Background: an optimization exercise with open tools, aiming at small area and a short achievable clock period. Do not read the settings as production practice.
Function was checked by simulation only, so behaviour that the tests miss may differ from the original.

Design mac_top, start of the top module:
module mac_top
(
	input                    clk,
	input                    rst_n,         
	input                    enable,
	input                    valid,
	input                    read,    
	input                    mode,    
	input                    cfg,
	input             [15:0] in_a,
	input             [15:0] in_b,
	output            [15:0] mac_out,
	output                   error
);
	reg [15:0] pf_reg;    
	reg [12:0] pi_reg;    
	reg        err_reg;   
	reg [15:0] c_reg;
	reg        mode_reg;
	wire [15:0] pf_next, sum;
	wire [12:0] pi_next;
	wire        err_next;
	mul_unit u_mul  (.a(in_a), .b(in_b), .pf(pf_next), .pi(pi_next), .error(err_next));
	mac_add  u_add  (.mode(mode_reg), .pf(pf_reg), .pi(pi_reg), .c(c_reg), .s(sum));
	always @ ( posedge clk or negedge rst_n ) begin
		if ( ! rst_n ) begin
			pf_reg   <= 16'b0;   
			pi_reg   <= 13'b0;
			err_reg  <= 1'b1;    
			c_reg    <= 16'b0;
			mode_reg <= 1'b0;
		end else if (enable) begin
			if (valid) begin
				pf_reg  <= pf_next;
				pi_reg  <= pi_next;
				err_reg <= err_next;
				c_reg   <= sum;
			end
			else if (read) begin  
				pf_reg  <= 16'b0;
				pi_reg  <= 13'b0;
				err_reg <= 1'b1;
				c_reg   <= 16'b0;
			end
		end else if (cfg) begin
			mode_reg <= mode;
		end
	end
	assign error   = err_reg;
	assign mac_out = (read && enable && ~valid) ? sum : 16'b0;
endmodule
Size: about 56 I/O pins, about 9400 um2 of cells after synthesis.
clock: 42.0 ns
lec_check: 0
abc_area: 1
cap_margin: 20
core_margin: 2
core_utilization: 40
place_density: 0.6
slew_margin: 20
standard.sh (not shown) runs the stock make flow with config.mk's settings and CLKGATE_MAP_FILE= SYNTH_SCRIPT=/design/flow/synth_recipe.tcl, a recipe that flattens the netlist after the stock synthesis.
==> flow/flow/run.sh <==
#!/bin/bash
# Standard layout with three changes to how it is made (the clock, constraints
# and checks are the design's own):
#  - synthesis maps logic with the area-oriented ABC script in flow/abc_area.script
#  - synthesis maps adders' carry logic with Yosys's default Brent-Kung tree
#    (any SYNTH_OPERATIONS_ARGS drops ORFS's Kogge-Stone extra map; -nordff
#    only concerns memories, which this design has none of)
#  - timing repair aims for more setup slack than the design's period needs
set -euo pipefail
W=$(pwd)
rm -rf "$W/scripts_local"
cp -r "$FLOW_HOME/scripts" "$W/scripts_local"
cp "$W/flow/abc_area.script" "$W/scripts_local/abc_area.script"
bash standard.sh SCRIPTS_DIR="$W/scripts_local" SYNTH_OPERATIONS_ARGS=-nordff \
	SETUP_SLACK_MARGIN=24 finish > standard_flow.log 2>&1
==> flow/flow/abc_area.script <==
strash
dch -f
map -a
topo
stime -c
dnsize -c
The starting point completed with no timing, DRC or antenna violations.
Edit:
==> flow/flow/run.sh (replaced) <==
#!/bin/bash
set -euo pipefail
W=$(pwd)
rm -rf "$W/scripts_local"
cp -r "$FLOW_HOME/scripts" "$W/scripts_local"
cp "$W/flow/abc_area.script" "$W/scripts_local/abc_area.script"
bash standard.sh SCRIPTS_DIR="$W/scripts_local" SYNTH_OPERATIONS_ARGS=-nordff ADDER_MAP_FILE= \
	"BUFFER_PORTS_ARGS=-buffer_cell sky130_fd_sc_hd__buf_1" \
	"CTS_ARGS=-sink_clustering_enable -repair_clock_nets -dont_use_dummy_load -buf_list {sky130_fd_sc_hd__clkbuf_4 sky130_fd_sc_hd__clkbuf_8}" SETUP_SLACK_MARGIN=24 finish > standard_flow.log 2>&1
==> flow/flow/abc_area.script (replaced) <==
strash
balance
rewrite
refactor
balance
rewrite
rewrite -z
balance
refactor -z
rewrite -z
balance
balance
rewrite
refactor
balance
rewrite
rewrite -z
balance
refactor -z
rewrite -z
balance
balance
rewrite
refactor
balance
rewrite
rewrite -z
balance
refactor -z
rewrite -z
balance
dch -f
map -D 5000
topo
stime -c
dnsize -c -D 5000
CAP_MARGIN = 10   (was 20)
CTS_BUF_LIST = sky130_fd_sc_hd__clkbuf_4 sky130_fd_sc_hd__clkbuf_8   (was not set)
SLEW_MARGIN = 10   (was 20)
What happened: Final area drops by 10%. Synthesized cell count increases by 43%.
Edit:
==> flow/flow/run.sh (replaced) <==
#!/bin/bash
# Standard layout with five changes to how it is made (the clock, constraints
# and checks are the design's own):
#  - synthesis maps logic with the area mapping under a delay bound in flow/abc_area.script (after the resyn2 rewriting)
#  - synthesis leaves full and half adders to that mapping (no ADDER_MAP_FILE)
#  - synthesis maps adders' carry logic with Yosys's default Brent-Kung tree
#    (any SYNTH_OPERATIONS_ARGS drops ORFS's Kogge-Stone extra map; -nordff
#    only concerns memories, which this design has none of)
#  - ports get the smallest buffer (buf_1); timing repair resizes the ones that matter
#  - timing repair aims for more setup slack than the design's period needs
set -euo pipefail
W=$(pwd)
rm -rf "$W/scripts_local"
cp -r "$FLOW_HOME/scripts" "$W/scripts_local"
cp "$W/flow/abc_area.script" "$W/scripts_local/abc_area.script"
bash standard.sh SCRIPTS_DIR="$W/scripts_local" SYNTH_OPERATIONS_ARGS=-nordff ADDER_MAP_FILE= \
	"BUFFER_PORTS_ARGS=-buffer_cell sky130_fd_sc_hd__buf_1" SETUP_SLACK_MARGIN=24 finish > standard_flow.log 2>&1
==> flow/flow/abc_area.script (replaced) <==
strash
balance
rewrite
refactor
balance
rewrite
rewrite -z
balance
refactor -z
rewrite -z
balance
dch -f
map -D 6000
topo
stime -c
dnsize -c -D 6000
CAP_MARGIN = 20   (was 10)
CTS_BUF_LIST = not set   (was sky130_fd_sc_hd__clkbuf_4 sky130_fd_sc_hd__clkbuf_8)
SLEW_MARGIN = 20   (was 10)
Result: The changed run finished clean. Worst hold slack improves by 0.012 ns. Via count falls by 0.64%. Die area falls by 2.7%. Non-clock buffer count rises by 51. Routed wire length rises by 4.5%. Cell count does not change.
Edit:
--- a/flow/flow/run.sh
+++ b/flow/flow/run.sh
@@ -4 +4 @@
-#  - synthesis maps logic with the area mapping under a delay bound in flow/abc_area.script (after the resyn2 rewriting)
+#  - synthesis maps logic with the delay-bounded area mapping in flow/abc_area.script, after three rounds of resyn2-style AIG rewriting
==> flow/flow/abc_area.script (replaced) <==
strash
balance
rewrite
refactor
balance
rewrite
rewrite -z
balance
refactor -z
rewrite -z
balance
balance
rewrite
refactor
balance
rewrite
rewrite -z
balance
refactor -z
rewrite -z
balance
balance
rewrite
refactor
balance
rewrite
rewrite -z
balance
refactor -z
rewrite -z
balance
dch -f
map -D 5000
topo
stime -c
dnsize -c -D 5000
CAP_MARGIN = 10   (was 20)
CTS_BUF_LIST = sky130_fd_sc_hd__clkbuf_4 sky130_fd_sc_hd__clkbuf_8   (was not set)
SLEW_MARGIN = 10   (was 20)
The new run completed with no timing, DRC or antenna violations.
Worst hold slack gets worse by 0.012 ns.
Worst setup slack gets better by 0.19 ns.
Core utilization falls by 4.1 points.
Register-to-register slack gets better by 0.33 ns.

## separate check: timing with driven ports
No port has a modelled driver above. Below, the same layouts with a new extraction and two added sets of constraints.
Step 1: set_driving_cell puts a clkbuf_16 on clk and a buf_2 on each other input, an assumption about the parent block.
Step 2 times the ports against the registers' clock, not the clock port: input delays grow and output delays shrink by t, the midpoint of the rising clock arrivals with the driver on.
Slacks: no drivers / after step 1 / after step 2; pairs: no drivers / after step 1.
run	shift t [ns]	slack for setup (ns)	worst hold slack (ns)	latest minus earliest clock arrival (ns)	slew at the worst register clock pin (ns)
the first run	0.335	22.928 / 22.886 / 23.221	0.497 / 0.497 / 0.497	0.006 / 0.007	0.07 / 0.07
the second run	0.338	24.450 / 24.430 / 24.430	0.523 / 0.523 / 0.523	0.022 / 0.022	0.09 / 0.09
the third run	0.339	24.259 / 24.218 / 24.384	0.536 / 0.536 / 0.536	0.014 / 0.014	0.08 / 0.08
the fourth run	0.352	24.453 / 24.433 / 24.433	0.523 / 0.523 / 0.523	0.014 / 0.014	0.10 / 0.10
After both steps setup and hold are still met in every run listed.
